Source: an optimization exercise on an open RTL-to-GDS flow (aim: small area, a short achievable clock period and few clock cycles per item). Production flows keep margins and buffers that such runs may drop. No functional check of the RTL was part of this run. Power is estimated from default activity; no workload was simulated.

## design/flow/design.v

```verilog
module booth (
    input  wire        clk  ,
    input  wire        rst_n,
    input  wire [15:0] x    ,
    input  wire [15:0] y    ,
    input  wire        start,
    output wire [31:0] z    ,
    output wire        busy
);
assign busy = 1'b0;
wire one0_0, two0_0;
menc0 ue0_0 (.y2(y[1]), .y1(y[0]), .one(one0_0), .two(two0_0));
wire one0_1, two0_1;
menc0 ue0_1 (.y2(y[1]), .y1(y[0]), .one(one0_1), .two(two0_1));
wire one1_0, two1_0;
menc ue1_0 (.y2(y[3]), .y1(y[2]), .y0(y[1]), .one(one1_0), .two(two1_0));
wire one1_1, two1_1;
menc ue1_1 (.y2(y[3]), .y1(y[2]), .y0(y[1]), .one(one1_1), .two(two1_1));
wire one2_0, two2_0;
menc ue2_0 (.y2(y[5]), .y1(y[4]), .y0(y[3]), .one(one2_0), .two(two2_0));
wire one2_1, two2_1;
menc ue2_1 (.y2(y[5]), .y1(y[4]), .y0(y[3]), .one(one2_1), .two(two2_1));
wire one3_0, two3_0;
menc ue3_0 (.y2(y[7]), .y1(y[6]), .y0(y[5]), .one(one3_0), .two(two3_0));
wire one3_1, two3_1;
menc ue3_1 (.y2(y[7]), .y1(y[6]), .y0(y[5]), .one(one3_1), .two(two3_1));
wire one4_0, two4_0;
menc ue4_0 (.y2(y[9]), .y1(y[8]), .y0(y[7]), .one(one4_0), .two(two4_0));
wire one4_1, two4_1;
menc ue4_1 (.y2(y[9]), .y1(y[8]), .y0(y[7]), .one(one4_1), .two(two4_1));
wire one5_0, two5_0;
menc ue5_0 (.y2(y[11]), .y1(y[10]), .y0(y[9]), .one(one5_0), .two(two5_0));
wire one5_1, two5_1;
menc ue5_1 (.y2(y[11]), .y1(y[10]), .y0(y[9]), .one(one5_1), .two(two5_1));
wire one6_0, two6_0;
menc ue6_0 (.y2(y[13]), .y1(y[12]), .y0(y[11]), .one(one6_0), .two(two6_0));
wire one6_1, two6_1;
menc ue6_1 (.y2(y[13]), .y1(y[12]), .y0(y[11]), .one(one6_1), .two(two6_1));
wire one7_0, two7_0;
menc ue7_0 (.y2(y[15]), .y1(y[14]), .y0(y[13]), .one(one7_0), .two(two7_0));
wire one7_1, two7_1;
menc ue7_1 (.y2(y[15]), .y1(y[14]), .y0(y[13]), .one(one7_1), .two(two7_1));
wire pp0_0;
mbs0 upp0_0 (.xj(x[0]), .one(one0_0), .neg(y[1]), .pp(pp0_0));
wire pp0_1;
mbs upp0_1 (.xj(x[1]), .xm(x[0]), .one(one0_0), .two(two0_0), .neg(y[1]), .pp(pp0_1));
wire pp0_2;
mbs upp0_2 (.xj(x[2]), .xm(x[1]), .one(one0_0), .two(two0_0), .neg(y[1]), .pp(pp0_2));
wire pp0_3;
mbs upp0_3 (.xj(x[3]), .xm(x[2]), .one(one0_0), .two(two0_0), .neg(y[1]), .pp(pp0_3));
wire pp0_4;
mbs upp0_4 (.xj(x[4]), .xm(x[3]), .one(one0_0), .two(two0_0), .neg(y[1]), .pp(pp0_4));
wire pp0_5;
mbs upp0_5 (.xj(x[5]), .xm(x[4]), .one(one0_0), .two(two0_0), .neg(y[1]), .pp(pp0_5));
wire pp0_6;
mbs upp0_6 (.xj(x[6]), .xm(x[5]), .one(one0_0), .two(two0_0), .neg(y[1]), .pp(pp0_6));
wire pp0_7;
mbs upp0_7 (.xj(x[7]), .xm(x[6]), .one(one0_0), .two(two0_0), .neg(y[1]), .pp(pp0_7));
wire pp0_8;
mbs upp0_8 (.xj(x[8]), .xm(x[7]), .one(one0_0), .two(two0_0), .neg(y[1]), .pp(pp0_8));
wire pp0_9;
mbs upp0_9 (.xj(x[9]), .xm(x[8]), .one(one0_1), .two(two0_1), .neg(y[1]), .pp(pp0_9));
wire pp0_10;
mbs upp0_10 (.xj(x[10]), .xm(x[9]), .one(one0_1), .two(two0_1), .neg(y[1]), .pp(pp0_10));
wire pp0_11;
mbs upp0_11 (.xj(x[11]), .xm(x[10]), .one(one0_1), .two(two0_1), .neg(y[1]), .pp(pp0_11));
wire pp0_12;
mbs upp0_12 (.xj(x[12]), .xm(x[11]), .one(one0_1), .two(two0_1), .neg(y[1]), .pp(pp0_12));
wire pp0_13;
mbs upp0_13 (.xj(x[13]), .xm(x[12]), .one(one0_1), .two(two0_1), .neg(y[1]), .pp(pp0_13));
wire pp0_14;
mbs upp0_14 (.xj(x[14]), .xm(x[13]), .one(one0_1), .two(two0_1), .neg(y[1]), .pp(pp0_14));
wire pp0_15;
mbs upp0_15 (.xj(x[15]), .xm(x[14]), .one(one0_1), .two(two0_1), .neg(y[1]), .pp(pp0_15));
wire pp0_16;
mbsn upp0_16 (.xj(x[15]), .xm(x[15]), .one(one0_1), .two(two0_1), .neg(y[1]), .pp(pp0_16));
wire s0n;
minv us0n (.a(pp0_16), .y(s0n));
wire pp1_0;
mbs0 upp1_0 (.xj(x[0]), .one(one1_0), .neg(y[3]), .pp(pp1_0));
wire pp1_1;
mbs upp1_1 (.xj(x[1]), .xm(x[0]), .one(one1_0), .two(two1_0), .neg(y[3]), .pp(pp1_1));
wire pp1_2;
mbs upp1_2 (.xj(x[2]), .xm(x[1]), .one(one1_0), .two(two1_0), .neg(y[3]), .pp(pp1_2));
wire pp1_3;
mbs upp1_3 (.xj(x[3]), .xm(x[2]), .one(one1_0), .two(two1_0), .neg(y[3]), .pp(pp1_3));
wire pp1_4;
mbs upp1_4 (.xj(x[4]), .xm(x[3]), .one(one1_0), .two(two1_0), .neg(y[3]), .pp(pp1_4));
wire pp1_5;
mbs upp1_5 (.xj(x[5]), .xm(x[4]), .one(one1_0), .two(two1_0), .neg(y[3]), .pp(pp1_5));
wire pp1_6;
mbs upp1_6 (.xj(x[6]), .xm(x[5]), .one(one1_0), .two(two1_0), .neg(y[3]), .pp(pp1_6));
wire pp1_7;
mbs upp1_7 (.xj(x[7]), .xm(x[6]), .one(one1_0), .two(two1_0), .neg(y[3]), .pp(pp1_7));
wire pp1_8;
mbs upp1_8 (.xj(x[8]), .xm(x[7]), .one(one1_0), .two(two1_0), .neg(y[3]), .pp(pp1_8));
wire pp1_9;
mbs upp1_9 (.xj(x[9]), .xm(x[8]), .one(one1_1), .two(two1_1), .neg(y[3]), .pp(pp1_9));
wire pp1_10;
mbs upp1_10 (.xj(x[10]), .xm(x[9]), .one(one1_1), .two(two1_1), .neg(y[3]), .pp(pp1_10));
wire pp1_11;
mbs upp1_11 (.xj(x[11]), .xm(x[10]), .one(one1_1), .two(two1_1), .neg(y[3]), .pp(pp1_11));
wire pp1_12;
mbs upp1_12 (.xj(x[12]), .xm(x[11]), .one(one1_1), .two(two1_1), .neg(y[3]), .pp(pp1_12));
wire pp1_13;
mbs upp1_13 (.xj(x[13]), .xm(x[12]), .one(one1_1), .two(two1_1), .neg(y[3]), .pp(pp1_13));
wire pp1_14;
mbs upp1_14 (.xj(x[14]), .xm(x[13]), .one(one1_1), .two(two1_1), .neg(y[3]), .pp(pp1_14));
wire pp1_15;
mbs upp1_15 (.xj(x[15]), .xm(x[14]), .one(one1_1), .two(two1_1), .neg(y[3]), .pp(pp1_15));
wire pp1_16;
mbsn upp1_16 (.xj(x[15]), .xm(x[15]), .one(one1_1), .two(two1_1), .neg(y[3]), .pp(pp1_16));
wire pp2_0;
mbs0 upp2_0 (.xj(x[0]), .one(one2_0), .neg(y[5]), .pp(pp2_0));
wire pp2_1;
mbs upp2_1 (.xj(x[1]), .xm(x[0]), .one(one2_0), .two(two2_0), .neg(y[5]), .pp(pp2_1));
wire pp2_2;
mbs upp2_2 (.xj(x[2]), .xm(x[1]), .one(one2_0), .two(two2_0), .neg(y[5]), .pp(pp2_2));
wire pp2_3;
mbs upp2_3 (.xj(x[3]), .xm(x[2]), .one(one2_0), .two(two2_0), .neg(y[5]), .pp(pp2_3));
wire pp2_4;
mbs upp2_4 (.xj(x[4]), .xm(x[3]), .one(one2_0), .two(two2_0), .neg(y[5]), .pp(pp2_4));
wire pp2_5;
mbs upp2_5 (.xj(x[5]), .xm(x[4]), .one(one2_0), .two(two2_0), .neg(y[5]), .pp(pp2_5));
wire pp2_6;
mbs upp2_6 (.xj(x[6]), .xm(x[5]), .one(one2_0), .two(two2_0), .neg(y[5]), .pp(pp2_6));
wire pp2_7;
mbs upp2_7 (.xj(x[7]), .xm(x[6]), .one(one2_0), .two(two2_0), .neg(y[5]), .pp(pp2_7));
wire pp2_8;
mbs upp2_8 (.xj(x[8]), .xm(x[7]), .one(one2_0), .two(two2_0), .neg(y[5]), .pp(pp2_8));
wire pp2_9;
mbs upp2_9 (.xj(x[9]), .xm(x[8]), .one(one2_1), .two(two2_1), .neg(y[5]), .pp(pp2_9));
wire pp2_10;
mbs upp2_10 (.xj(x[10]), .xm(x[9]), .one(one2_1), .two(two2_1), .neg(y[5]), .pp(pp2_10));
wire pp2_11;
mbs upp2_11 (.xj(x[11]), .xm(x[10]), .one(one2_1), .two(two2_1), .neg(y[5]), .pp(pp2_11));
wire pp2_12;
mbs upp2_12 (.xj(x[12]), .xm(x[11]), .one(one2_1), .two(two2_1), .neg(y[5]), .pp(pp2_12));
wire pp2_13;
mbs upp2_13 (.xj(x[13]), .xm(x[12]), .one(one2_1), .two(two2_1), .neg(y[5]), .pp(pp2_13));
wire pp2_14;
mbs upp2_14 (.xj(x[14]), .xm(x[13]), .one(one2_1), .two(two2_1), .neg(y[5]), .pp(pp2_14));
wire pp2_15;
mbs upp2_15 (.xj(x[15]), .xm(x[14]), .one(one2_1), .two(two2_1), .neg(y[5]), .pp(pp2_15));
wire pp2_16;
mbsn upp2_16 (.xj(x[15]), .xm(x[15]), .one(one2_1), .two(two2_1), .neg(y[5]), .pp(pp2_16));
wire pp3_0;
mbs0 upp3_0 (.xj(x[0]), .one(one3_0), .neg(y[7]), .pp(pp3_0));
wire pp3_1;
mbs upp3_1 (.xj(x[1]), .xm(x[0]), .one(one3_0), .two(two3_0), .neg(y[7]), .pp(pp3_1));
wire pp3_2;
mbs upp3_2 (.xj(x[2]), .xm(x[1]), .one(one3_0), .two(two3_0), .neg(y[7]), .pp(pp3_2));
wire pp3_3;
mbs upp3_3 (.xj(x[3]), .xm(x[2]), .one(one3_0), .two(two3_0), .neg(y[7]), .pp(pp3_3));
wire pp3_4;
mbs upp3_4 (.xj(x[4]), .xm(x[3]), .one(one3_0), .two(two3_0), .neg(y[7]), .pp(pp3_4));
wire pp3_5;
mbs upp3_5 (.xj(x[5]), .xm(x[4]), .one(one3_0), .two(two3_0), .neg(y[7]), .pp(pp3_5));
wire pp3_6;
mbs upp3_6 (.xj(x[6]), .xm(x[5]), .one(one3_0), .two(two3_0), .neg(y[7]), .pp(pp3_6));
wire pp3_7;
mbs upp3_7 (.xj(x[7]), .xm(x[6]), .one(one3_0), .two(two3_0), .neg(y[7]), .pp(pp3_7));
wire pp3_8;
mbs upp3_8 (.xj(x[8]), .xm(x[7]), .one(one3_0), .two(two3_0), .neg(y[7]), .pp(pp3_8));
wire pp3_9;
mbs upp3_9 (.xj(x[9]), .xm(x[8]), .one(one3_1), .two(two3_1), .neg(y[7]), .pp(pp3_9));
wire pp3_10;
mbs upp3_10 (.xj(x[10]), .xm(x[9]), .one(one3_1), .two(two3_1), .neg(y[7]), .pp(pp3_10));
wire pp3_11;
mbs upp3_11 (.xj(x[11]), .xm(x[10]), .one(one3_1), .two(two3_1), .neg(y[7]), .pp(pp3_11));
wire pp3_12;
mbs upp3_12 (.xj(x[12]), .xm(x[11]), .one(one3_1), .two(two3_1), .neg(y[7]), .pp(pp3_12));
wire pp3_13;
mbs upp3_13 (.xj(x[13]), .xm(x[12]), .one(one3_1), .two(two3_1), .neg(y[7]), .pp(pp3_13));
wire pp3_14;
mbs upp3_14 (.xj(x[14]), .xm(x[13]), .one(one3_1), .two(two3_1), .neg(y[7]), .pp(pp3_14));
wire pp3_15;
mbs upp3_15 (.xj(x[15]), .xm(x[14]), .one(one3_1), .two(two3_1), .neg(y[7]), .pp(pp3_15));
wire pp3_16;
mbsn upp3_16 (.xj(x[15]), .xm(x[15]), .one(one3_1), .two(two3_1), .neg(y[7]), .pp(pp3_16));
wire pp4_0;
mbs0 upp4_0 (.xj(x[0]), .one(one4_0), .neg(y[9]), .pp(pp4_0));
wire pp4_1;
mbs upp4_1 (.xj(x[1]), .xm(x[0]), .one(one4_0), .two(two4_0), .neg(y[9]), .pp(pp4_1));
wire pp4_2;
mbs upp4_2 (.xj(x[2]), .xm(x[1]), .one(one4_0), .two(two4_0), .neg(y[9]), .pp(pp4_2));
wire pp4_3;
mbs upp4_3 (.xj(x[3]), .xm(x[2]), .one(one4_0), .two(two4_0), .neg(y[9]), .pp(pp4_3));
wire pp4_4;
mbs upp4_4 (.xj(x[4]), .xm(x[3]), .one(one4_0), .two(two4_0), .neg(y[9]), .pp(pp4_4));
wire pp4_5;
mbs upp4_5 (.xj(x[5]), .xm(x[4]), .one(one4_0), .two(two4_0), .neg(y[9]), .pp(pp4_5));
wire pp4_6;
mbs upp4_6 (.xj(x[6]), .xm(x[5]), .one(one4_0), .two(two4_0), .neg(y[9]), .pp(pp4_6));
wire pp4_7;
mbs upp4_7 (.xj(x[7]), .xm(x[6]), .one(one4_0), .two(two4_0), .neg(y[9]), .pp(pp4_7));
wire pp4_8;
mbs upp4_8 (.xj(x[8]), .xm(x[7]), .one(one4_0), .two(two4_0), .neg(y[9]), .pp(pp4_8));
wire pp4_9;
mbs upp4_9 (.xj(x[9]), .xm(x[8]), .one(one4_1), .two(two4_1), .neg(y[9]), .pp(pp4_9));
wire pp4_10;
mbs upp4_10 (.xj(x[10]), .xm(x[9]), .one(one4_1), .two(two4_1), .neg(y[9]), .pp(pp4_10));
wire pp4_11;
mbs upp4_11 (.xj(x[11]), .xm(x[10]), .one(one4_1), .two(two4_1), .neg(y[9]), .pp(pp4_11));
wire pp4_12;
mbs upp4_12 (.xj(x[12]), .xm(x[11]), .one(one4_1), .two(two4_1), .neg(y[9]), .pp(pp4_12));
wire pp4_13;
mbs upp4_13 (.xj(x[13]), .xm(x[12]), .one(one4_1), .two(two4_1), .neg(y[9]), .pp(pp4_13));
wire pp4_14;
mbs upp4_14 (.xj(x[14]), .xm(x[13]), .one(one4_1), .two(two4_1), .neg(y[9]), .pp(pp4_14));
wire pp4_15;
mbs upp4_15 (.xj(x[15]), .xm(x[14]), .one(one4_1), .two(two4_1), .neg(y[9]), .pp(pp4_15));
wire pp4_16;
mbsn upp4_16 (.xj(x[15]), .xm(x[15]), .one(one4_1), .two(two4_1), .neg(y[9]), .pp(pp4_16));
wire pp5_0;
mbs0 upp5_0 (.xj(x[0]), .one(one5_0), .neg(y[11]), .pp(pp5_0));
wire pp5_1;
mbs upp5_1 (.xj(x[1]), .xm(x[0]), .one(one5_0), .two(two5_0), .neg(y[11]), .pp(pp5_1));
wire pp5_2;
mbs upp5_2 (.xj(x[2]), .xm(x[1]), .one(one5_0), .two(two5_0), .neg(y[11]), .pp(pp5_2));
wire pp5_3;
mbs upp5_3 (.xj(x[3]), .xm(x[2]), .one(one5_0), .two(two5_0), .neg(y[11]), .pp(pp5_3));
wire pp5_4;
mbs upp5_4 (.xj(x[4]), .xm(x[3]), .one(one5_0), .two(two5_0), .neg(y[11]), .pp(pp5_4));
wire pp5_5;
mbs upp5_5 (.xj(x[5]), .xm(x[4]), .one(one5_0), .two(two5_0), .neg(y[11]), .pp(pp5_5));
wire pp5_6;
mbs upp5_6 (.xj(x[6]), .xm(x[5]), .one(one5_0), .two(two5_0), .neg(y[11]), .pp(pp5_6));
wire pp5_7;
mbs upp5_7 (.xj(x[7]), .xm(x[6]), .one(one5_0), .two(two5_0), .neg(y[11]), .pp(pp5_7));
wire pp5_8;
mbs upp5_8 (.xj(x[8]), .xm(x[7]), .one(one5_0), .two(two5_0), .neg(y[11]), .pp(pp5_8));
wire pp5_9;
mbs upp5_9 (.xj(x[9]), .xm(x[8]), .one(one5_1), .two(two5_1), .neg(y[11]), .pp(pp5_9));
wire pp5_10;
mbs upp5_10 (.xj(x[10]), .xm(x[9]), .one(one5_1), .two(two5_1), .neg(y[11]), .pp(pp5_10));
wire pp5_11;
mbs upp5_11 (.xj(x[11]), .xm(x[10]), .one(one5_1), .two(two5_1), .neg(y[11]), .pp(pp5_11));
wire pp5_12;
mbs upp5_12 (.xj(x[12]), .xm(x[11]), .one(one5_1), .two(two5_1), .neg(y[11]), .pp(pp5_12));
wire pp5_13;
mbs upp5_13 (.xj(x[13]), .xm(x[12]), .one(one5_1), .two(two5_1), .neg(y[11]), .pp(pp5_13));
wire pp5_14;
mbs upp5_14 (.xj(x[14]), .xm(x[13]), .one(one5_1), .two(two5_1), .neg(y[11]), .pp(pp5_14));
wire pp5_15;
mbs upp5_15 (.xj(x[15]), .xm(x[14]), .one(one5_1), .two(two5_1), .neg(y[11]), .pp(pp5_15));
wire pp5_16;
mbsn upp5_16 (.xj(x[15]), .xm(x[15]), .one(one5_1), .two(two5_1), .neg(y[11]), .pp(pp5_16));
wire pp6_0;
mbs0 upp6_0 (.xj(x[0]), .one(one6_0), .neg(y[13]), .pp(pp6_0));
wire pp6_1;
mbs upp6_1 (.xj(x[1]), .xm(x[0]), .one(one6_0), .two(two6_0), .neg(y[13]), .pp(pp6_1));
wire pp6_2;
mbs upp6_2 (.xj(x[2]), .xm(x[1]), .one(one6_0), .two(two6_0), .neg(y[13]), .pp(pp6_2));
wire pp6_3;
mbs upp6_3 (.xj(x[3]), .xm(x[2]), .one(one6_0), .two(two6_0), .neg(y[13]), .pp(pp6_3));
wire pp6_4;
mbs upp6_4 (.xj(x[4]), .xm(x[3]), .one(one6_0), .two(two6_0), .neg(y[13]), .pp(pp6_4));
wire pp6_5;
mbs upp6_5 (.xj(x[5]), .xm(x[4]), .one(one6_0), .two(two6_0), .neg(y[13]), .pp(pp6_5));
wire pp6_6;
mbs upp6_6 (.xj(x[6]), .xm(x[5]), .one(one6_0), .two(two6_0), .neg(y[13]), .pp(pp6_6));
wire pp6_7;
mbs upp6_7 (.xj(x[7]), .xm(x[6]), .one(one6_0), .two(two6_0), .neg(y[13]), .pp(pp6_7));
wire pp6_8;
mbs upp6_8 (.xj(x[8]), .xm(x[7]), .one(one6_0), .two(two6_0), .neg(y[13]), .pp(pp6_8));
wire pp6_9;
mbs upp6_9 (.xj(x[9]), .xm(x[8]), .one(one6_1), .two(two6_1), .neg(y[13]), .pp(pp6_9));
wire pp6_10;
mbs upp6_10 (.xj(x[10]), .xm(x[9]), .one(one6_1), .two(two6_1), .neg(y[13]), .pp(pp6_10));
wire pp6_11;
mbs upp6_11 (.xj(x[11]), .xm(x[10]), .one(one6_1), .two(two6_1), .neg(y[13]), .pp(pp6_11));
wire pp6_12;
mbs upp6_12 (.xj(x[12]), .xm(x[11]), .one(one6_1), .two(two6_1), .neg(y[13]), .pp(pp6_12));
wire pp6_13;
mbs upp6_13 (.xj(x[13]), .xm(x[12]), .one(one6_1), .two(two6_1), .neg(y[13]), .pp(pp6_13));
wire pp6_14;
mbs upp6_14 (.xj(x[14]), .xm(x[13]), .one(one6_1), .two(two6_1), .neg(y[13]), .pp(pp6_14));
wire pp6_15;
mbs upp6_15 (.xj(x[15]), .xm(x[14]), .one(one6_1), .two(two6_1), .neg(y[13]), .pp(pp6_15));
wire pp6_16;
mbsn upp6_16 (.xj(x[15]), .xm(x[15]), .one(one6_1), .two(two6_1), .neg(y[13]), .pp(pp6_16));
wire pp7_0;
mbs0 upp7_0 (.xj(x[0]), .one(one7_0), .neg(y[15]), .pp(pp7_0));
wire pp7_1;
mbs upp7_1 (.xj(x[1]), .xm(x[0]), .one(one7_0), .two(two7_0), .neg(y[15]), .pp(pp7_1));
wire pp7_2;
mbs upp7_2 (.xj(x[2]), .xm(x[1]), .one(one7_0), .two(two7_0), .neg(y[15]), .pp(pp7_2));
wire pp7_3;
mbs upp7_3 (.xj(x[3]), .xm(x[2]), .one(one7_0), .two(two7_0), .neg(y[15]), .pp(pp7_3));
wire pp7_4;
mbs upp7_4 (.xj(x[4]), .xm(x[3]), .one(one7_0), .two(two7_0), .neg(y[15]), .pp(pp7_4));
wire pp7_5;
mbs upp7_5 (.xj(x[5]), .xm(x[4]), .one(one7_0), .two(two7_0), .neg(y[15]), .pp(pp7_5));
wire pp7_6;
mbs upp7_6 (.xj(x[6]), .xm(x[5]), .one(one7_0), .two(two7_0), .neg(y[15]), .pp(pp7_6));
wire pp7_7;
mbs upp7_7 (.xj(x[7]), .xm(x[6]), .one(one7_0), .two(two7_0), .neg(y[15]), .pp(pp7_7));
wire pp7_8;
mbs upp7_8 (.xj(x[8]), .xm(x[7]), .one(one7_0), .two(two7_0), .neg(y[15]), .pp(pp7_8));
wire pp7_9;
mbs upp7_9 (.xj(x[9]), .xm(x[8]), .one(one7_1), .two(two7_1), .neg(y[15]), .pp(pp7_9));
wire pp7_10;
mbs upp7_10 (.xj(x[10]), .xm(x[9]), .one(one7_1), .two(two7_1), .neg(y[15]), .pp(pp7_10));
wire pp7_11;
mbs upp7_11 (.xj(x[11]), .xm(x[10]), .one(one7_1), .two(two7_1), .neg(y[15]), .pp(pp7_11));
wire pp7_12;
mbs upp7_12 (.xj(x[12]), .xm(x[11]), .one(one7_1), .two(two7_1), .neg(y[15]), .pp(pp7_12));
wire pp7_13;
mbs upp7_13 (.xj(x[13]), .xm(x[12]), .one(one7_1), .two(two7_1), .neg(y[15]), .pp(pp7_13));
wire pp7_14;
mbs upp7_14 (.xj(x[14]), .xm(x[13]), .one(one7_1), .two(two7_1), .neg(y[15]), .pp(pp7_14));
wire pp7_15;
mbs upp7_15 (.xj(x[15]), .xm(x[14]), .one(one7_1), .two(two7_1), .neg(y[15]), .pp(pp7_15));
wire pp7_16;
mbsn upp7_16 (.xj(x[15]), .xm(x[15]), .one(one7_1), .two(two7_1), .neg(y[15]), .pp(pp7_16));
wire s1, c2;
mha us1 (.a(y[3]), .b(pp0_2), .s(s1), .co(c2));
wire s3, c4;
mha us3 (.a(pp0_3), .b(pp1_1), .s(s3), .co(c4));
wire s5, c6;
mfa us5 (.a(y[5]), .b(pp0_4), .c(pp1_2), .s(s5), .co(c6));
wire s7, c8;
mha us7 (.a(pp2_0), .b(c4), .s(s7), .co(c8));
wire s9, c10;
mfa us9 (.a(pp0_5), .b(pp1_3), .c(pp2_1), .s(s9), .co(c10));
wire s11, c12;
mha us11 (.a(c6), .b(c8), .s(s11), .co(c12));
wire s13, c14;
mfa us13 (.a(y[7]), .b(pp0_6), .c(pp1_4), .s(s13), .co(c14));
wire s15, c16;
mfa us15 (.a(pp2_2), .b(pp3_0), .c(c10), .s(s15), .co(c16));
wire s17, c18;
mha us17 (.a(s13), .b(c12), .s(s17), .co(c18));
wire s19, c20;
mfa us19 (.a(pp0_7), .b(pp1_5), .c(pp2_3), .s(s19), .co(c20));
wire s21, c22;
mfa us21 (.a(pp3_1), .b(c14), .c(s19), .s(s21), .co(c22));
wire s23, c24;
mha us23 (.a(c16), .b(c18), .s(s23), .co(c24));
wire s25, c26;
mfa us25 (.a(y[9]), .b(pp0_8), .c(pp1_6), .s(s25), .co(c26));
wire s27, c28;
mfa us27 (.a(pp2_4), .b(pp3_2), .c(pp4_0), .s(s27), .co(c28));
wire s29, c30;
mfa us29 (.a(c20), .b(s25), .c(s27), .s(s29), .co(c30));
wire s31, c32;
mha us31 (.a(c22), .b(s29), .s(s31), .co(c32));
wire s33, c34;
mfa us33 (.a(pp0_9), .b(pp1_7), .c(pp2_5), .s(s33), .co(c34));
wire s35, c36;
mfa us35 (.a(pp3_3), .b(pp4_1), .c(c26), .s(s35), .co(c36));
wire s37, c38;
mfa us37 (.a(c28), .b(s33), .c(s35), .s(s37), .co(c38));
wire s39, c40;
mha us39 (.a(c30), .b(c32), .s(s39), .co(c40));
wire s41, c42;
mfa us41 (.a(y[11]), .b(pp0_10), .c(pp1_8), .s(s41), .co(c42));
wire s43, c44;
mfa us43 (.a(pp2_6), .b(pp3_4), .c(pp4_2), .s(s43), .co(c44));
wire s45, c46;
mfa us45 (.a(pp5_0), .b(c34), .c(s41), .s(s45), .co(c46));
wire s47, c48;
mfa us47 (.a(s43), .b(c36), .c(s45), .s(s47), .co(c48));
wire s49, c50;
mha us49 (.a(c38), .b(c40), .s(s49), .co(c50));
wire s51, c52;
mfa us51 (.a(pp0_11), .b(pp1_9), .c(pp2_7), .s(s51), .co(c52));
wire s53, c54;
mfa us53 (.a(pp3_5), .b(pp4_3), .c(pp5_1), .s(s53), .co(c54));
wire s55, c56;
mfa us55 (.a(c42), .b(c44), .c(s51), .s(s55), .co(c56));
wire s57, c58;
mfa us57 (.a(s53), .b(c46), .c(s55), .s(s57), .co(c58));
wire s59, c60;
mha us59 (.a(c48), .b(s57), .s(s59), .co(c60));
wire s61, c62;
mfa us61 (.a(y[13]), .b(pp0_12), .c(pp1_10), .s(s61), .co(c62));
wire s63, c64;
mfa us63 (.a(pp2_8), .b(pp3_6), .c(pp4_4), .s(s63), .co(c64));
wire s65, c66;
mfa us65 (.a(pp5_2), .b(pp6_0), .c(c52), .s(s65), .co(c66));
wire s67, c68;
mfa us67 (.a(c54), .b(s61), .c(s63), .s(s67), .co(c68));
wire s69, c70;
mfa us69 (.a(s65), .b(c56), .c(s67), .s(s69), .co(c70));
wire s71, c72;
mha us71 (.a(c58), .b(s69), .s(s71), .co(c72));
wire s73, c74;
mfa us73 (.a(pp0_13), .b(pp1_11), .c(pp2_9), .s(s73), .co(c74));
wire s75, c76;
mfa us75 (.a(pp3_7), .b(pp4_5), .c(pp5_3), .s(s75), .co(c76));
wire s77, c78;
mfa us77 (.a(pp6_1), .b(c62), .c(c64), .s(s77), .co(c78));
wire s79, c80;
mfa us79 (.a(s73), .b(s75), .c(c66), .s(s79), .co(c80));
wire s81, c82;
mfa us81 (.a(s77), .b(c68), .c(s79), .s(s81), .co(c82));
wire s83, c84;
mha us83 (.a(c70), .b(c72), .s(s83), .co(c84));
wire s85, c86;
mfa us85 (.a(y[15]), .b(pp0_14), .c(pp1_12), .s(s85), .co(c86));
wire s87, c88;
mfa us87 (.a(pp2_10), .b(pp3_8), .c(pp4_6), .s(s87), .co(c88));
wire s89, c90;
mfa us89 (.a(pp5_4), .b(pp6_2), .c(pp7_0), .s(s89), .co(c90));
wire s91, c92;
mfa us91 (.a(c74), .b(c76), .c(s85), .s(s91), .co(c92));
wire s93, c94;
mfa us93 (.a(s87), .b(s89), .c(c78), .s(s93), .co(c94));
wire s95, c96;
mfa us95 (.a(s91), .b(c80), .c(s93), .s(s95), .co(c96));
wire s97, c98;
mha us97 (.a(c82), .b(s95), .s(s97), .co(c98));
wire s99, c100;
mfa us99 (.a(pp0_15), .b(pp1_13), .c(pp2_11), .s(s99), .co(c100));
wire s101, c102;
mfa us101 (.a(pp3_9), .b(pp4_7), .c(pp5_5), .s(s101), .co(c102));
wire s103, c104;
mfa us103 (.a(pp6_3), .b(pp7_1), .c(c86), .s(s103), .co(c104));
wire s105, c106;
mfa us105 (.a(c88), .b(c90), .c(s99), .s(s105), .co(c106));
wire s107, c108;
mfa us107 (.a(s101), .b(s103), .c(c92), .s(s107), .co(c108));
wire s109, c110;
mfa us109 (.a(s105), .b(c94), .c(s107), .s(s109), .co(c110));
wire s111, c112;
mha us111 (.a(c96), .b(s109), .s(s111), .co(c112));
wire s113, c114;
mfa us113 (.a(s0n), .b(pp1_14), .c(pp2_12), .s(s113), .co(c114));
wire s115, c116;
mfa us115 (.a(pp3_10), .b(pp4_8), .c(pp5_6), .s(s115), .co(c116));
wire s117, c118;
mfa us117 (.a(pp6_4), .b(pp7_2), .c(c100), .s(s117), .co(c118));
wire s119, c120;
mfa us119 (.a(c102), .b(s113), .c(s115), .s(s119), .co(c120));
wire s121, c122;
mfa us121 (.a(c104), .b(s117), .c(c106), .s(s121), .co(c122));
wire s123, c124;
mfa us123 (.a(s119), .b(c108), .c(s121), .s(s123), .co(c124));
wire s125, c126;
mha us125 (.a(c110), .b(s123), .s(s125), .co(c126));
wire s127, c128;
mfa us127 (.a(s0n), .b(pp1_15), .c(pp2_13), .s(s127), .co(c128));
wire s129, c130;
mfa us129 (.a(pp3_11), .b(pp4_9), .c(pp5_7), .s(s129), .co(c130));
wire s131, c132;
mfa us131 (.a(pp6_5), .b(pp7_3), .c(c114), .s(s131), .co(c132));
wire s133, c134;
mfa us133 (.a(c116), .b(s127), .c(s129), .s(s133), .co(c134));
wire s135, c136;
mfa us135 (.a(c118), .b(s131), .c(c120), .s(s135), .co(c136));
wire s137, c138;
mfa us137 (.a(s133), .b(c122), .c(s135), .s(s137), .co(c138));
wire s139, c140;
mha us139 (.a(c124), .b(s137), .s(s139), .co(c140));
wire s141, c142;
mfa us141 (.a(pp0_16), .b(pp1_16), .c(pp2_14), .s(s141), .co(c142));
wire s143, c144;
mfa us143 (.a(pp3_12), .b(pp4_10), .c(pp5_8), .s(s143), .co(c144));
wire s145, c146;
mfa us145 (.a(pp6_6), .b(pp7_4), .c(c128), .s(s145), .co(c146));
wire s147, c148;
mfa us147 (.a(c130), .b(s141), .c(s143), .s(s147), .co(c148));
wire s149, c150;
mfa us149 (.a(c132), .b(s145), .c(c134), .s(s149), .co(c150));
wire s151, c152;
mfa us151 (.a(s147), .b(c136), .c(s149), .s(s151), .co(c152));
wire s153, c154;
mha us153 (.a(c138), .b(s151), .s(s153), .co(c154));
wire s155;
minv us155 (.a(pp2_15), .y(s155));
wire s156, c157;
mfa us156 (.a(pp3_13), .b(pp4_11), .c(pp5_9), .s(s156), .co(c157));
wire s158, c159;
mfa us158 (.a(pp6_7), .b(pp7_5), .c(s155), .s(s158), .co(c159));
wire s160, c161;
mfa us160 (.a(c142), .b(c144), .c(s156), .s(s160), .co(c161));
wire s162, c163;
mfa us162 (.a(s158), .b(c146), .c(c148), .s(s162), .co(c163));
wire s164, c165;
mfa us164 (.a(s160), .b(c150), .c(s162), .s(s164), .co(c165));
wire s166, c167;
mha us166 (.a(c152), .b(s164), .s(s166), .co(c167));
wire s168, c169;
mfa us168 (.a(pp2_16), .b(pp3_14), .c(pp4_12), .s(s168), .co(c169));
wire s170, c171;
mfa us170 (.a(pp5_10), .b(pp6_8), .c(pp7_6), .s(s170), .co(c171));
wire s172, c173;
mfa us172 (.a(pp2_15), .b(c157), .c(s168), .s(s172), .co(c173));
wire s174, c175;
mfa us174 (.a(s170), .b(c159), .c(c161), .s(s174), .co(c175));
wire s176, c177;
mfa us176 (.a(s172), .b(c163), .c(s174), .s(s176), .co(c177));
wire s178, c179;
mha us178 (.a(c165), .b(s176), .s(s178), .co(c179));
wire s180;
minv us180 (.a(pp3_15), .y(s180));
wire s181, c182;
mfa us181 (.a(pp4_13), .b(pp5_11), .c(pp6_9), .s(s181), .co(c182));
wire s183, c184;
mfa us183 (.a(pp7_7), .b(s180), .c(c169), .s(s183), .co(c184));
wire s185, c186;
mfa us185 (.a(c171), .b(s181), .c(s183), .s(s185), .co(c186));
wire s187, c188;
mfa us187 (.a(c173), .b(c175), .c(s185), .s(s187), .co(c188));
wire s189, c190;
mha us189 (.a(c177), .b(s187), .s(s189), .co(c190));
wire s191, c192;
mfa us191 (.a(pp3_16), .b(pp4_14), .c(pp5_12), .s(s191), .co(c192));
wire s193, c194;
mfa us193 (.a(pp6_10), .b(pp7_8), .c(pp3_15), .s(s193), .co(c194));
wire s195, c196;
mfa us195 (.a(c182), .b(s191), .c(s193), .s(s195), .co(c196));
wire s197, c198;
mfa us197 (.a(c184), .b(s195), .c(c186), .s(s197), .co(c198));
wire s199, c200;
mha us199 (.a(c188), .b(s197), .s(s199), .co(c200));
wire s201;
minv us201 (.a(pp4_15), .y(s201));
wire s202, c203;
mfa us202 (.a(pp5_13), .b(pp6_11), .c(pp7_9), .s(s202), .co(c203));
wire s204, c205;
mfa us204 (.a(s201), .b(c192), .c(c194), .s(s204), .co(c205));
wire s206, c207;
mfa us206 (.a(s202), .b(s204), .c(c196), .s(s206), .co(c207));
wire s208, c209;
mha us208 (.a(s206), .b(c198), .s(s208), .co(c209));
wire s210, c211;
mfa us210 (.a(pp4_16), .b(pp5_14), .c(pp6_12), .s(s210), .co(c211));
wire s212, c213;
mfa us212 (.a(pp7_10), .b(pp4_15), .c(c203), .s(s212), .co(c213));
wire s214, c215;
mfa us214 (.a(s210), .b(c205), .c(s212), .s(s214), .co(c215));
wire s216, c217;
mha us216 (.a(c207), .b(s214), .s(s216), .co(c217));
wire s218;
minv us218 (.a(pp5_15), .y(s218));
wire s219, c220;
mfa us219 (.a(pp6_13), .b(pp7_11), .c(s218), .s(s219), .co(c220));
wire s221, c222;
mfa us221 (.a(c211), .b(s219), .c(c213), .s(s221), .co(c222));
wire s223, c224;
mha us223 (.a(c215), .b(s221), .s(s223), .co(c224));
wire s225, c226;
mfa us225 (.a(pp5_16), .b(pp6_14), .c(pp7_12), .s(s225), .co(c226));
wire s227, c228;
mfa us227 (.a(pp5_15), .b(s225), .c(c220), .s(s227), .co(c228));
wire s229, c230;
mha us229 (.a(s227), .b(c222), .s(s229), .co(c230));
wire s231;
minv us231 (.a(pp6_15), .y(s231));
wire s232, c233;
mfa us232 (.a(pp7_13), .b(s231), .c(c226), .s(s232), .co(c233));
wire s234, c235;
mha us234 (.a(s232), .b(c228), .s(s234), .co(c235));
wire s236, c237;
mfa us236 (.a(pp6_16), .b(pp7_14), .c(pp6_15), .s(s236), .co(c237));
wire s238, c239;
mha us238 (.a(s236), .b(c233), .s(s238), .co(c239));
wire s240;
minv us240 (.a(pp7_15), .y(s240));
wire s241, c242;
mha us241 (.a(s240), .b(c237), .s(s241), .co(c242));
wire s243, c244;
mha us243 (.a(pp7_16), .b(pp7_15), .s(s243), .co(c244));
wire s245;
minv us245 (.a(c244), .y(s245));
wire lp246, lg247;
mha ulp246 (.a(pp0_0), .b(y[1]), .s(lp246), .co(lg247));
wire lp248, lg249;
mha ulp248 (.a(pp1_0), .b(s1), .s(lp248), .co(lg249));
wire lp250, lg251;
mha ulp250 (.a(c2), .b(s3), .s(lp250), .co(lg251));
wire lp252, lg253;
mha ulp252 (.a(s5), .b(s7), .s(lp252), .co(lg253));
wire lp254, lg255;
mha ulp254 (.a(s9), .b(s11), .s(lp254), .co(lg255));
wire lp256, lg257;
mha ulp256 (.a(s15), .b(s17), .s(lp256), .co(lg257));
wire lp258, lg259;
mha ulp258 (.a(s21), .b(s23), .s(lp258), .co(lg259));
wire lp260, lg261;
mha ulp260 (.a(c24), .b(s31), .s(lp260), .co(lg261));
wire lp262, lg263;
mha ulp262 (.a(s37), .b(s39), .s(lp262), .co(lg263));
wire lq264;
mand ulq264 (.a(lp248), .b(pp0_1), .y(lq264));
wire lg265;
mao ulg265 (.g1(lg253), .p1(lp252), .g0(lg251), .g(lg265));
wire lq266;
mand ulq266 (.a(lp252), .b(lp250), .y(lq266));
wire lg267;
mao ulg267 (.g1(lg257), .p1(lp256), .g0(lg255), .g(lg267));
wire lq268;
mand ulq268 (.a(lp256), .b(lp254), .y(lq268));
wire lg269;
mao ulg269 (.g1(lg261), .p1(lp260), .g0(lg259), .g(lg269));
wire lq270;
mand ulq270 (.a(lp260), .b(lp258), .y(lq270));
wire lg271;
mao ulg271 (.g1(lg249), .p1(lq264), .g0(lg247), .g(lg271));
wire lg272;
mao ulg272 (.g1(lg267), .p1(lq268), .g0(lg265), .g(lg272));
wire lq273;
mand ulq273 (.a(lq268), .b(lq266), .y(lq273));
wire lg274;
mao ulg274 (.g1(lg272), .p1(lq273), .g0(lg271), .g(lg274));
wire lg275;
mao ulg275 (.g1(lg265), .p1(lq266), .g0(lg271), .g(lg275));
wire lg276;
mao ulg276 (.g1(lg269), .p1(lq270), .g0(lg274), .g(lg276));
wire la277;
mand ula277 (.a(pp0_1), .b(lg247), .y(la277));
wire lg278;
mao ulg278 (.g1(lg251), .p1(lp250), .g0(lg271), .g(lg278));
wire lg279;
mao ulg279 (.g1(lg255), .p1(lp254), .g0(lg275), .g(lg279));
wire lg280;
mao ulg280 (.g1(lg259), .p1(lp258), .g0(lg274), .g(lg280));
wire lg281;
mao ulg281 (.g1(lg263), .p1(lp262), .g0(lg276), .g(lg281));
wire ls282;
mxor uls282 (.a(pp0_1), .b(lg247), .y(ls282));
wire ls283;
mxor uls283 (.a(lp248), .b(la277), .y(ls283));
wire ls284;
mxor uls284 (.a(lp250), .b(lg271), .y(ls284));
wire ls285;
mxor uls285 (.a(lp252), .b(lg278), .y(ls285));
wire ls286;
mxor uls286 (.a(lp254), .b(lg275), .y(ls286));
wire ls287;
mxor uls287 (.a(lp256), .b(lg279), .y(ls287));
wire ls288;
mxor uls288 (.a(lp258), .b(lg274), .y(ls288));
wire ls289;
mxor uls289 (.a(lp260), .b(lg280), .y(ls289));
wire ls290;
mxor uls290 (.a(lp262), .b(lg276), .y(ls290));
reg [10:0] qlo;
reg [21:0] qa;
reg [20:0] qb;
wire hp291, hg292;
mha uhp291 (.a(qa[0]), .b(qb[0]), .s(hp291), .co(hg292));
wire hp293, hg294;
mha uhp293 (.a(qa[1]), .b(qb[1]), .s(hp293), .co(hg294));
wire hp295, hg296;
mha uhp295 (.a(qa[2]), .b(qb[2]), .s(hp295), .co(hg296));
wire hp297, hg298;
mha uhp297 (.a(qa[3]), .b(qb[3]), .s(hp297), .co(hg298));
wire hp299, hg300;
mha uhp299 (.a(qa[4]), .b(qb[4]), .s(hp299), .co(hg300));
wire hp301, hg302;
mha uhp301 (.a(qa[5]), .b(qb[5]), .s(hp301), .co(hg302));
wire hp303, hg304;
mha uhp303 (.a(qa[6]), .b(qb[6]), .s(hp303), .co(hg304));
wire hp305, hg306;
mha uhp305 (.a(qa[7]), .b(qb[7]), .s(hp305), .co(hg306));
wire hp307, hg308;
mha uhp307 (.a(qa[8]), .b(qb[8]), .s(hp307), .co(hg308));
wire hp309, hg310;
mha uhp309 (.a(qa[9]), .b(qb[9]), .s(hp309), .co(hg310));
wire hp311, hg312;
mha uhp311 (.a(qa[10]), .b(qb[10]), .s(hp311), .co(hg312));
wire hp313, hg314;
mha uhp313 (.a(qa[11]), .b(qb[11]), .s(hp313), .co(hg314));
wire hp315, hg316;
mha uhp315 (.a(qa[12]), .b(qb[12]), .s(hp315), .co(hg316));
wire hp317, hg318;
mha uhp317 (.a(qa[13]), .b(qb[13]), .s(hp317), .co(hg318));
wire hp319, hg320;
mha uhp319 (.a(qa[14]), .b(qb[14]), .s(hp319), .co(hg320));
wire hp321, hg322;
mha uhp321 (.a(qa[15]), .b(qb[15]), .s(hp321), .co(hg322));
wire hp323, hg324;
mha uhp323 (.a(qa[16]), .b(qb[16]), .s(hp323), .co(hg324));
wire hp325, hg326;
mha uhp325 (.a(qa[17]), .b(qb[17]), .s(hp325), .co(hg326));
wire hp327, hg328;
mha uhp327 (.a(qa[18]), .b(qb[18]), .s(hp327), .co(hg328));
wire hp329, hg330;
mha uhp329 (.a(qa[19]), .b(qb[19]), .s(hp329), .co(hg330));
wire hp331, hg332;
mha uhp331 (.a(qa[20]), .b(qb[20]), .s(hp331), .co(hg332));
wire hg333;
mao uhg333 (.g1(hg292), .p1(hp291), .g0(qlo[10]), .g(hg333));
wire hg334;
mao uhg334 (.g1(hg296), .p1(hp295), .g0(hg294), .g(hg334));
wire hq335;
mand uhq335 (.a(hp295), .b(hp293), .y(hq335));
wire hg336;
mao uhg336 (.g1(hg300), .p1(hp299), .g0(hg298), .g(hg336));
wire hq337;
mand uhq337 (.a(hp299), .b(hp297), .y(hq337));
wire hg338;
mao uhg338 (.g1(hg304), .p1(hp303), .g0(hg302), .g(hg338));
wire hq339;
mand uhq339 (.a(hp303), .b(hp301), .y(hq339));
wire hg340;
mao uhg340 (.g1(hg308), .p1(hp307), .g0(hg306), .g(hg340));
wire hq341;
mand uhq341 (.a(hp307), .b(hp305), .y(hq341));
wire hg342;
mao uhg342 (.g1(hg312), .p1(hp311), .g0(hg310), .g(hg342));
wire hq343;
mand uhq343 (.a(hp311), .b(hp309), .y(hq343));
wire hg344;
mao uhg344 (.g1(hg316), .p1(hp315), .g0(hg314), .g(hg344));
wire hq345;
mand uhq345 (.a(hp315), .b(hp313), .y(hq345));
wire hg346;
mao uhg346 (.g1(hg320), .p1(hp319), .g0(hg318), .g(hg346));
wire hq347;
mand uhq347 (.a(hp319), .b(hp317), .y(hq347));
wire hg348;
mao uhg348 (.g1(hg324), .p1(hp323), .g0(hg322), .g(hg348));
wire hq349;
mand uhq349 (.a(hp323), .b(hp321), .y(hq349));
wire hg350;
mao uhg350 (.g1(hg328), .p1(hp327), .g0(hg326), .g(hg350));
wire hq351;
mand uhq351 (.a(hp327), .b(hp325), .y(hq351));
wire hg352;
mao uhg352 (.g1(hg332), .p1(hp331), .g0(hg330), .g(hg352));
wire hq353;
mand uhq353 (.a(hp331), .b(hp329), .y(hq353));
wire hg354;
mao uhg354 (.g1(hg334), .p1(hq335), .g0(hg333), .g(hg354));
wire hg355;
mao uhg355 (.g1(hg338), .p1(hq339), .g0(hg336), .g(hg355));
wire hq356;
mand uhq356 (.a(hq339), .b(hq337), .y(hq356));
wire hg357;
mao uhg357 (.g1(hg342), .p1(hq343), .g0(hg340), .g(hg357));
wire hq358;
mand uhq358 (.a(hq343), .b(hq341), .y(hq358));
wire hg359;
mao uhg359 (.g1(hg346), .p1(hq347), .g0(hg344), .g(hg359));
wire hq360;
mand uhq360 (.a(hq347), .b(hq345), .y(hq360));
wire hg361;
mao uhg361 (.g1(hg350), .p1(hq351), .g0(hg348), .g(hg361));
wire hq362;
mand uhq362 (.a(hq351), .b(hq349), .y(hq362));
wire hg363;
mao uhg363 (.g1(hg355), .p1(hq356), .g0(hg354), .g(hg363));
wire hg364;
mao uhg364 (.g1(hg359), .p1(hq360), .g0(hg357), .g(hg364));
wire hq365;
mand uhq365 (.a(hq360), .b(hq358), .y(hq365));
wire hg366;
mao uhg366 (.g1(hg364), .p1(hq365), .g0(hg363), .g(hg366));
wire hg367;
mao uhg367 (.g1(hg357), .p1(hq358), .g0(hg363), .g(hg367));
wire hg368;
mao uhg368 (.g1(hg361), .p1(hq362), .g0(hg366), .g(hg368));
wire hg369;
mao uhg369 (.g1(hg336), .p1(hq337), .g0(hg354), .g(hg369));
wire hg370;
mao uhg370 (.g1(hg340), .p1(hq341), .g0(hg363), .g(hg370));
wire hg371;
mao uhg371 (.g1(hg344), .p1(hq345), .g0(hg367), .g(hg371));
wire hg372;
mao uhg372 (.g1(hg348), .p1(hq349), .g0(hg366), .g(hg372));
wire hg373;
mao uhg373 (.g1(hg352), .p1(hq353), .g0(hg368), .g(hg373));
wire hg374;
mao uhg374 (.g1(hg294), .p1(hp293), .g0(hg333), .g(hg374));
wire hg375;
mao uhg375 (.g1(hg298), .p1(hp297), .g0(hg354), .g(hg375));
wire hg376;
mao uhg376 (.g1(hg302), .p1(hp301), .g0(hg369), .g(hg376));
wire hg377;
mao uhg377 (.g1(hg306), .p1(hp305), .g0(hg363), .g(hg377));
wire hg378;
mao uhg378 (.g1(hg310), .p1(hp309), .g0(hg370), .g(hg378));
wire hg379;
mao uhg379 (.g1(hg314), .p1(hp313), .g0(hg367), .g(hg379));
wire hg380;
mao uhg380 (.g1(hg318), .p1(hp317), .g0(hg371), .g(hg380));
wire hg381;
mao uhg381 (.g1(hg322), .p1(hp321), .g0(hg366), .g(hg381));
wire hg382;
mao uhg382 (.g1(hg326), .p1(hp325), .g0(hg372), .g(hg382));
wire hg383;
mao uhg383 (.g1(hg330), .p1(hp329), .g0(hg368), .g(hg383));
wire ha384;
mand uha384 (.a(qa[21]), .b(hg373), .y(ha384));
wire hs385;
mxor uhs385 (.a(hp291), .b(qlo[10]), .y(hs385));
wire hs386;
mxor uhs386 (.a(hp293), .b(hg333), .y(hs386));
wire hs387;
mxor uhs387 (.a(hp295), .b(hg374), .y(hs387));
wire hs388;
mxor uhs388 (.a(hp297), .b(hg354), .y(hs388));
wire hs389;
mxor uhs389 (.a(hp299), .b(hg375), .y(hs389));
wire hs390;
mxor uhs390 (.a(hp301), .b(hg369), .y(hs390));
wire hs391;
mxor uhs391 (.a(hp303), .b(hg376), .y(hs391));
wire hs392;
mxor uhs392 (.a(hp305), .b(hg363), .y(hs392));
wire hs393;
mxor uhs393 (.a(hp307), .b(hg377), .y(hs393));
wire hs394;
mxor uhs394 (.a(hp309), .b(hg370), .y(hs394));
wire hs395;
mxor uhs395 (.a(hp311), .b(hg378), .y(hs395));
wire hs396;
mxor uhs396 (.a(hp313), .b(hg367), .y(hs396));
wire hs397;
mxor uhs397 (.a(hp315), .b(hg379), .y(hs397));
wire hs398;
mxor uhs398 (.a(hp317), .b(hg371), .y(hs398));
wire hs399;
mxor uhs399 (.a(hp319), .b(hg380), .y(hs399));
wire hs400;
mxor uhs400 (.a(hp321), .b(hg366), .y(hs400));
wire hs401;
mxor uhs401 (.a(hp323), .b(hg381), .y(hs401));
wire hs402;
mxor uhs402 (.a(hp325), .b(hg372), .y(hs402));
wire hs403;
mxor uhs403 (.a(hp327), .b(hg382), .y(hs403));
wire hs404;
mxor uhs404 (.a(hp329), .b(hg368), .y(hs404));
wire hs405;
mxor uhs405 (.a(hp331), .b(hg383), .y(hs405));
wire hs406;
mxor uhs406 (.a(qa[21]), .b(hg373), .y(hs406));
assign z = {hs406, hs405, hs404, hs403, hs402, hs401, hs400, hs399, hs398, hs397, hs396, hs395, hs394, hs393, hs392, hs391, hs390, hs389, hs388, hs387, hs386, hs385, qlo[9], qlo[8], qlo[7], qlo[6], qlo[5], qlo[4], qlo[3], qlo[2], qlo[1], qlo[0]};
always @(posedge clk)
    if (start) begin
        qlo <= {lg281, ls290, ls289, ls288, ls287, ls286, ls285, ls284, ls283, ls282, lp246};
        qa <= {s245, c242, c239, c235, c230, c224, c217, c209, c200, c190, c179, c167, c154, c140, c126, c112, c98, c84, s81, c60, c50, s47};
        qb <= {s243, s241, s238, s234, s229, s223, s216, s208, s199, s189, s178, s166, s153, s139, s125, s111, s97, s83, s71, s59, s49};
    end
endmodule
module menc (input wire y2, input wire y1, input wire y0, output wire one, output wire two);
assign one = y1 ^ y0;
assign two = (y2 & ~y1 & ~y0) | (~y2 & y1 & y0);
endmodule
module menc0 (input wire y2, input wire y1, output wire one, output wire two);
assign one = y1;
assign two = y2 & ~y1;
endmodule
module mbs (input wire xj, input wire xm, input wire one, input wire two, input wire neg, output wire pp);
assign pp = ((one & xj) | (two & xm)) ^ neg;
endmodule
module mbs0 (input wire xj, input wire one, input wire neg, output wire pp);
assign pp = (one & xj) ^ neg;
endmodule
module mbsn (input wire xj, input wire xm, input wire one, input wire two, input wire neg, output wire pp);
assign pp = ~(((one & xj) | (two & xm)) ^ neg);
endmodule
module mfa (input wire a, input wire b, input wire c, output wire s, output wire co);
assign s  = a ^ b ^ c;
assign co = (a & b) | (a & c) | (b & c);
endmodule
module mha (input wire a, input wire b, output wire s, output wire co);
assign s  = a ^ b;
assign co = a & b;
endmodule
module minv (input wire a, output wire y);
assign y = ~a;
endmodule
module mand (input wire a, input wire b, output wire y);
assign y = a & b;
endmodule
module mxor (input wire a, input wire b, output wire y);
assign y = a ^ b;
endmodule
module mao (input wire g1, input wire p1, input wire g0, output wire g);
assign g = g1 | (p1 & g0);
endmodule
```

## design/flow/flow/run.sh

```bash
#!/bin/bash
set -euo pipefail
export BUFFER_PORTS_ARGS="-buffer_cell sky130_fd_sc_hd__buf_2"
export PRE_FLOORPLAN_TCL="$PWD/flow/downsize.tcl"
bash standard.sh > standard.log 2>&1
```

## design/flow/flow/downsize.tcl

```tcl
# Start the layout from the smallest drive strength of each combinational
# cell that synthesis picked; timing repair later sizes up what it needs.
set db [ord::get_db]
set block [ord::get_db_block]
set n 0
foreach inst [$block getInsts] {
  set m [[$inst getMaster] getName]
  if {![regexp {^(sky130_fd_sc_hd__([a-z0-9]+))_([0-9]+)$} $m -> base short drive]} { continue }
  if {[regexp {^(s?e?df|dl|conb|tap|fill|decap|clk)} $short]} { continue }
  foreach d {0 1 2} {
    if {$d >= $drive} { break }
    set cand ${base}_$d
    set cm [$db findMaster $cand]
    if {$cm eq "NULL" || $cm eq ""} { continue }
    replace_cell [$inst getName] $cand
    incr n
    break
  }
}
puts "downsize.tcl: resized $n instances"
```

## design/flow/standard.sh

```bash
#!/bin/bash
# synth_recipe.tcl (not shown) runs the flow's synth.tcl, then flattens the netlist and writes it again
# the make line also repeats each setting of config.mk as NAME=value (left out here)
make -C /OpenROAD-flow-scripts/flow DESIGN_CONFIG=/design/flow/config.mk WORK_HOME=/design/flow/orfs CLKGATE_MAP_FILE= SYNTH_SCRIPT=/design/flow/synth_recipe.tcl "${@:-finish}"
```

## design/flow/config.mk

```make
export PLATFORM = sky130hd
export DESIGN_NAME = booth
export DESIGN_NICKNAME = booth
export VERILOG_FILES = /design/flow/design.v
export SDC_FILE = /design/flow/constraint.sdc
export NUM_CORES = 4
export LEC_CHECK = 0
export CAP_MARGIN = 20
export CORE_MARGIN = 2
export CORE_UTILIZATION = 40
export SLEW_MARGIN = 20
export SYNTH_HIERARCHICAL = 1
export SYNTH_MINIMUM_KEEP_SIZE = 0
```

## design/flow/constraint.sdc

```tcl
create_clock -name core_clock -period 4.0 [get_ports {clk}]
set_input_delay 0.8000 -clock core_clock [delete_from_list [all_inputs] [get_ports {clk}]]
set_output_delay 0.8000 -clock core_clock [all_outputs]
set_load 0.01 [all_outputs]
```

==> flow_summary.yaml <==
drt:
  num_vias: 5713
  via_per_inst: 5.483
  dr.pass1.iters: 5
  antenna_left: 0
  drc: 0
  drt-total-wl_um: 18300
  drt_iter0_markers: 348
  routedWlPerCell_um: 17.56
timing:
  period_share_pct: 97.74
  fin_setup_tns_ns: 0
  timing.final.hold_violations: 0
  worst_pin_slew_ns: 0.6524
  rsz0062_at_grt: "yes"
  maxSlewViolCount: 0
  fin_hold_ws_ns: 1.053
  period_needed_ns: 3.909
  relSlewSlack_pct: 56.51
  setup_viol: 0
  setup_ws_ns: 0.09059
  max_freq_ghz: 0.2558
placed_design:
  gp_congestion: 0.8797
  io_buffers: 65
  post-dp-hpwl_um: 14940
  dp_cells: 1034
  dp_worst_setup_slack_ns: -0.2900
synthesis:
  syn_nets: 861
  netlist_instances: 677
  ys_warn_count: 7
job:
  cap_violations: 0
critical_path:
  cp_max_fo: 11
  criticalPathCategory: "in -> reg"
  critPathArrivalTime_ns: 3.96
  cp_cell_sequence: "buf_2, nand2b_1, o22ai_1, buf_4, a22oi_1, xnor2_1, fa_1, fa_1, fa_1, fa_1, ha_1"
  end_kind: "flip-flop"
  slowest_delay_ns: 0.51
  start_kind: "input port"
  worst_ep_required_time_ns: 4.05
  cp_slowest_cell: "fa_1"
  crit_top_cell: "fa_1"
floorplanning:
  io-pin-count: 68
  die_y_um: 142.2
  row_count: 50
  core_mm2: 0.01871
  die-area_mm2: 0.02021
  fp.dieW_um: 142.2
  initial_core_util_pct: 40.82
cts:
  clock-sinks: 54
  cts_buffer_depth: 2
  h-tree-depth: 2
  cts_root_buffer: "clkbuf_16"
  cts_buffers: 5
  cts_hold_buf: 0
  cts_tree: "built"
  clkTransAtPathRegs_ns: 0.08
cells_and_area:
  nets: 992
  drive_gt1_share_pct: 21.29
  final_cells: 1042
  regArea_mm2: 0.001622
  fillers: 1686
  multi_input_area_mm2: 0.005896
  n_antenna_cell: 0
global_route:
  grt_pass1_wl_um: 30240
  grt_pass1_vias: 5939
  grt_usage_pct: 18.95
  grt-ovfl-total: 0
  grt_max_degree: 30
  antenna_found_initial: 0
pwr:
  power_per_cell_area_mw_per_mm2: 705.9
  pwr-share-comb_pct: 73.0
  p_leak_nw: 3.807
  power_mw: 6.379
  power.switching_mw: 2.720
  p_seq_share_pct: 20.1
  pwr-share-clk_pct: 6.9
  switching_share_pct: 42.64
  p_int_mw: 3.659
  vdd_drop_max_uv: 309.5
min_path:
  worstHoldPathType: "in -> reg"
  hold_path_depth: 1
run_status:
  status: "timing/DRC/antenna clean"
[path summary, 6_finish.rpt]
check                 start     end  slack [ns]
worst max-delay path   y[9]   qb[7]        0.09
worst min-delay path  start  qlo[4]        1.05
[cell type report]
class,count,area share (%)
multi-input combinational,580,65.25
inverter,8,0.3323
sequential,54,17.95
timing repair buffer,159,11.69
clock buffer,5,1.385
tap,234,3.240
clock inverter,2,0.1662
[cells in the final DEF (no fill, tap or decap), drive strengths merged, types with 6 or more instances in the layout]
| master | count |
|---|---|
| nand2 | 22 |
| o22ai | 14 |
| nand2b | 14 |
| ha | 59 |
| xor2 | 53 |
| a22oi | 128 |
| clkbuf | 6 |
| and2 | 21 |
| edfxtp | 54 |
| buf | 158 |
| fa | 90 |
| xnor2 | 128 |
| inv | 8 |
| a21o | 48 |
[layer usage]
layer | up-vias | track usage, % | part of all wire [%]
li1 | 2694 | - | -
met1 | 2836 | 24.86 | 45
met2 | 151 | 31.66 | 48
met3 | 32 | 3.567 | 5.1
met4 | 0 | 6.263 | 2.5
met5 | - | 0 | 0
[timing repair]
action,4_1_cts,5_1_grt
resized for setup,0,11
setup buffers,0,1
endpoints found under the setup margin,0,16
[power by group through the flow]
stage	clock, mW	combinational [mW]	sequential (mW)
4_1_cts	0.459	4.73	1.28
3_5_place_dp	0	4.70	1.29
6_report	0.442	4.66	1.28
5_1_grt	0.481	5.36	1.30
2_1_floorplan	0	3.41	1.27
3_3_place_gp	0	4.59	1.29
[critical path, delay by kind of cell]
kind / cells / cell delay, ns
fa+ha+maj: 5 / 2.09
buf+inv: 2 / 0.42
xor+xnor: 1 / 0.31
compound gates: 2 / 0.23
simple gates: 1 / 0.09
[flip-flops by register name, summed over array words and instances, names as in the netlist]
name,count
qa,22
qb,21
qlo,11
[through the flow]
| step | util, % | cell area (um2) |
|---|---|---|
| floorplan | - | 7635 |
| global placement | 47.22 | 8832 |
| detailed placement | 47.22 | 8832 |
| CTS | 47.97 | 8972 |
| global route | 48.31 | 9036 |
| finish | 48.31 | 9036 |

re-timing with driven ports:
No port has a modelled driver above. Below, the same layout with a new extraction and two added sets of constraints. Step 1 assumes that a clkbuf_16 drives the clock port and a buf_2 every other input. Step 2 times the ports against the registers' clock, not the clock port: input delays grow and output delays shrink by t, the midpoint of the rising clock arrivals with the driver on. Three values: no drivers, after step 1, after step 2; two values: the first two.
t, ns: 0.346
setup WS [ns]: 0.091 / 0.106 / -0.240
hold WS [ns]: 1.053 / 1.031 / 1.227
worst setup path at the end: input to register
slew at the worst register clock pin (ns): 0.08 / 0.08
Met with ideal ports but missed after step 2: setup timing in this run. For this run, drivers alone change the setup slack by +0.015 ns; drivers and shift together by -0.331 ns.
